From an optimization exercise on the open Yosys and OpenROAD flow, aimed at small area and a short achievable clock period; shortcuts taken in it are not production practice.
Only simulation tests tie the RTL to the original design; equivalence was not proved.
No activity file was given, so power comes from the tool's default toggle rates.

run 1:
Design FloatingPoint_Multiplier_Complete, start of the top module:
module FloatingPoint_Multiplier_Complete (
    input wire         clk,
    input wire         rst,
    input  wire [15:0] a,
    input  wire [15:0] b,
    output reg  [15:0] result,
    output reg         overflow,
    output reg         underflow
);
Size in the first run: ~650 cells after synthesis, roughly 94 flip-flops, ~6300 sq um of cells after synthesis.
export LEC_CHECK = 0
export ABC_CLOCK_PERIOD_IN_PS = 2500
export CAP_MARGIN = 20
export CORE_MARGIN = 2
export CORE_UTILIZATION = 55
export CTS_BUF_LIST = sky130_fd_sc_hd__clkbuf_8 sky130_fd_sc_hd__clkbuf_16
export SETUP_SLACK_MARGIN = 4.7
export SLEW_MARGIN = 20
create_clock -name core_clock -period 7.5 [get_ports {clk}]
standard.sh (not shown) runs the stock make flow with config.mk's settings and CLKGATE_MAP_FILE= SYNTH_SCRIPT=/design/flow/synth_recipe.tcl, a recipe that flattens the netlist after the stock synthesis.
==> flow/flow/run.sh <==
#!/bin/bash
# Own layout flow: the standard flow (standard.sh) with two changes:
#  - synthesis runs Yosys's synth without its generic "abc -fast" pass
#    (-noabc), so the full adders written in the RTL reach extract_fa as
#    written instead of being remapped first; everything else in
#    synth_recipe.tcl (flatten, renames, registers) is unchanged;
#  - port buffers use the buffer cell named in flow/ports.txt.
# Each tool's output is in the ORFS logs under orfs/logs; make's own output
# goes to flow.log here.
set -euo pipefail
here=$(pwd)
first=$(head -n 1 synth_recipe.tcl)
if [[ "$first" != 'proc synth {args} { yosys synth -nofsm -noshare {*}$args }' ]]; then
  echo "unexpected first line of synth_recipe.tcl: $first" >&2
  exit 1
fi
{ echo 'proc synth {args} { yosys synth -nofsm -noshare -noabc {*}$args }'; tail -n +2 synth_recipe.tcl; } > own_synth.tcl
buf=$(tr -d ' \n' < flow/ports.txt)
sed -e "s#SYNTH_SCRIPT=[^ ]*#SYNTH_SCRIPT=$here/own_synth.tcl 'BUFFER_PORTS_ARGS=-buffer_cell $buf'#" standard.sh > own_standard.sh
grep -q own_synth.tcl own_standard.sh
bash own_standard.sh > flow.log 2>&1
==> flow/flow/ports.txt <==
sky130_fd_sc_hd__buf_1
Run 1 finished every step from synthesis to the final layout, and the layout passed the timing, design-rule and antenna checks.
Input changes introduced in run 2 (baseline for comparison: run 1):
-- flow/config.mk --
<<< run 1, line 11
export CORE_UTILIZATION = 55
export CTS_BUF_LIST = sky130_fd_sc_hd__clkbuf_8 sky130_fd_sc_hd__clkbuf_16
export SETUP_SLACK_MARGIN = 4.7
export SLEW_MARGIN = 20
>>> run 2, line 11
export CORE_UTILIZATION = 55
export CTS_BUF_LIST = sky130_fd_sc_hd__clkbuf_8
export SETUP_SLACK_MARGIN = 4.9
export SLEW_MARGIN = 20
Notes after the runs:
- Across run 2 and run 1, none had a timing, DRC or antenna violation.
- The core of run 2 is more densely filled than that of run 1.
- Run 1 → run 2: sequential share of layout area shows a reduction of 1.4 points; number of design rule violations left after detail routing shows no meaningful change; fraction of area in clock buffers and inverters shows a reduction of 1.7 points; hold slack shows an increase of 0.0096 ns; total power shows an increase of 10%.
- A start point of the critical path of r2_a[10] is what run 1 shows, while r3_nz belongs to run 2.
- Run 1 -> run 2: count of clock-buffer cells in the layout flat
- Summary — total global-route track usage, run 2 relative to run 1: lower, by 0.55 points.
- Note that the count of routing violations after the opening detailed-route iteration recorded for run 1 amounts to 1.15 times the value seen in run 2.
- The final setup skew in run 2 sits 0.0053 ns above the value recorded for run 1.
For run 3, these inputs were changed with respect to run 2:
-- flow/config.mk --
<<< run 2, line 12
export CTS_BUF_LIST = sky130_fd_sc_hd__clkbuf_8
export SETUP_SLACK_MARGIN = 4.9
export SLEW_MARGIN = 20
>>> run 3, line 12
export CTS_BUF_LIST = sky130_fd_sc_hd__clkbuf_8
export SETUP_SLACK_MARGIN = 4.6
export SLEW_MARGIN = 20
[summary]
Run 3 against run 2; total power is down by more than 10%. The higher detailed-routing iteration count for the pre-antenna-repair pass came out of run 2. From run 3 to run 2, synthesized netlist cell count did not move at all. In run 3, routed length on met1 is lower than in run 2. Post-route standard cell area excluding fillers on run 3 is down relative to run 2. Per the comparison of run 3 with run 2, layout-stage area growth over the synthesis result lower; biggest cell delay along the critical path higher; non-clock buffer count lower.
Setup changes, run 3 to run 4
-- flow/config.mk --
<<< run 3, line 10
export CORE_MARGIN = 2
export CORE_UTILIZATION = 55
export CTS_BUF_LIST = sky130_fd_sc_hd__clkbuf_8
export SETUP_SLACK_MARGIN = 4.6
export SLEW_MARGIN = 20
>>> run 4, line 10
export CORE_MARGIN = 2
export CORE_UTILIZATION = 50
export CTS_BUF_LIST = sky130_fd_sc_hd__clkbuf_8
export SETUP_SLACK_MARGIN = 4.7
export SLEW_MARGIN = 20
## What came out
STATUS headroom to the max-slew limit: run 4 loses against run 3. Overall power, run 4 and run 3: lower on run 3. Diff run 3 -> run 4: clock group total power climbed about 15%; number of fill cells climbed 158.
What run 5 does differently from run 4 at the input level:
-- flow/config.mk --
<<< run 4, line 10
export CORE_MARGIN = 2
export CORE_UTILIZATION = 50
export CTS_BUF_LIST = sky130_fd_sc_hd__clkbuf_8
>>> run 5, line 10
export CORE_MARGIN = 2
export CORE_UTILIZATION = 55
export CTS_BUF_LIST = sky130_fd_sc_hd__clkbuf_8
Findings:
- Going from run 4 to run 5, measured slew at the worst slew-check pin comparable, synthesis-to-layout area growth now smaller, buffer count excluding the clock tree in the final layout now smaller, final cell count now smaller, multi-input logic portion of the cell area now larger.
- Detailed-routing wirelength on met1 of run 5 falls short of that of run 4 slightly.
- Global-route wire length before repair is higher on run 5
- ~same worst max-slew margin expressed relative to the limit in run 4 and run 5
- Against run 4, run 5 reports a number of gates resized after CTS that is lower.
- Run 5 vs run 4, setup slack went down by 0.0072 ns.
- Across run 4 and run 5, none had a timing, DRC or antenna violation.
- For the die area, run 5 came in about 9% lower than run 4 did.
For run 6, these inputs were changed with respect to run 5:
-- flow/config.mk --
<<< run 5, line 11
export CORE_UTILIZATION = 55
export CTS_BUF_LIST = sky130_fd_sc_hd__clkbuf_8
export SETUP_SLACK_MARGIN = 4.7
>>> run 6, line 11
export CORE_UTILIZATION = 55
export SETUP_SLACK_MARGIN = 4.7
==> run notes <==
- For run 6 and run 5, there was not a single run that failed to finish clean.
- Run 6 vs run 5, path type of the worst setup path: reg2reg vs reg2out
- The data arrival time at the worst-slack endpoint in run 6 sits 1.76 ns above the value recorded for run 5.
- Worst setup slack: run 6 > run 5
- When the final numbers for run 6 and run 5 were put side by side, the fraction of met2 tracks used by global routing turned out to be greater in run 6.
- For global-route usage, run 5 and run 6 come out practically identical.
- The data-path buffer share of cell area in the final layout of run 5 and that of run 6 are within noise of each other.
- Of run 6 and run 5, run 6 shows the lower multi-input gate area in the final layout, with run 5 above it.
- Final instance area went up slightly going from run 5 to run 6.

* * *

FloatingPoint_Multiplier_Complete, a different RTL version from the one above (not shown whole).
For scale: about 630 cells after synthesis, roughly 84 flip-flops, ~52 I/O pins, ~6600 µm² of cells after synthesis.
==> flow/config.mk <==
export PLATFORM = sky130hd
export DESIGN_NAME = FloatingPoint_Multiplier_Complete
export DESIGN_NICKNAME = FloatingPoint_Multiplier_Complete
export VERILOG_FILES = /design/flow/design.v
export SDC_FILE = /design/flow/constraint.sdc
export NUM_CORES = 4
export LEC_CHECK = 0
export ABC_CLOCK_PERIOD_IN_PS = 2500
export CAP_MARGIN = 20
export CORE_MARGIN = 2
export CORE_UTILIZATION = 40
export SETUP_SLACK_MARGIN = 0
export SLEW_MARGIN = 20
==> flow/constraint.sdc <==
create_clock -name core_clock -period 7.5 [get_ports {clk}]
set_input_delay 1.5000 -clock core_clock [delete_from_list [all_inputs] [get_ports {clk}]]
set_output_delay 1.5000 -clock core_clock [all_outputs]
set_load 0.01 [all_outputs]
Scripts as last shown in full above: flow/flow/run.sh, flow/flow/ports.txt
The starting point passed the timing, design-rule and antenna checks.
==> next run, changes <==
- SETUP_SLACK_MARGIN: 0 -> 4.0
- final area went up by 0.48%
- non-clock buffer count increases by 1
- cell count barely changes
- sequential cell count stays the same
- via count does not change
- global-route usage stays the same
- sequential share of layout area is about the same
- clock-buffer cell count does not change

[static timing again, ports no longer ideal]
The flow's constraints put no driver on any port. The routed layouts listed below were extracted and timed again, unchanged, in two steps. Step 1 assumes that a clkbuf_16 drives the clock port and a buf_2 every other input. Step 2, shift: input delay + t, output delay - t, t = (earliest + latest rising clock arrival at the registers) / 2. This alone moves slack from input paths to output paths. Three values: ideal, step 1, step 2; two values: the first two.
run | t (ns) | setup WS [ns] | worst hold slack (ns) | worst setup path after step 2 | pins driven straight from the clock port
run 1 | 0.382 | 4.804 / 4.784 / 4.608 | 0.322 / 0.322 / 0.322 | input to register | 1
run 2 | 0.403 | 4.786 / 4.752 / 4.701 | 0.332 / 0.332 / 0.332 | input to register | 1
run 3 | 0.403 | 4.701 / 4.689 / 4.570 | 0.331 / 0.331 / 0.331 | input to register | 1
run 4 | 0.402 | 4.789 / 4.756 / 4.601 | 0.332 / 0.332 / 0.332 | input to register | 1
run 5 | 0.405 | 4.781 / 4.748 / 4.615 | 0.328 / 0.328 / 0.328 | input to register | 1
run 6 | 0.380 | 4.804 / 4.784 / 4.608 | 0.323 / 0.323 / 0.323 | input to register | 1
the first run of note 2 | 0.381 | 4.024 / 4.024 / 4.024 | 0.326 / 0.326 / 0.326 | register to register | 1
the second run of note 2 | 0.383 | 4.132 / 4.132 / 4.132 | 0.326 / 0.326 / 0.326 | register to register | 1
After both steps every run listed still meets setup and hold.
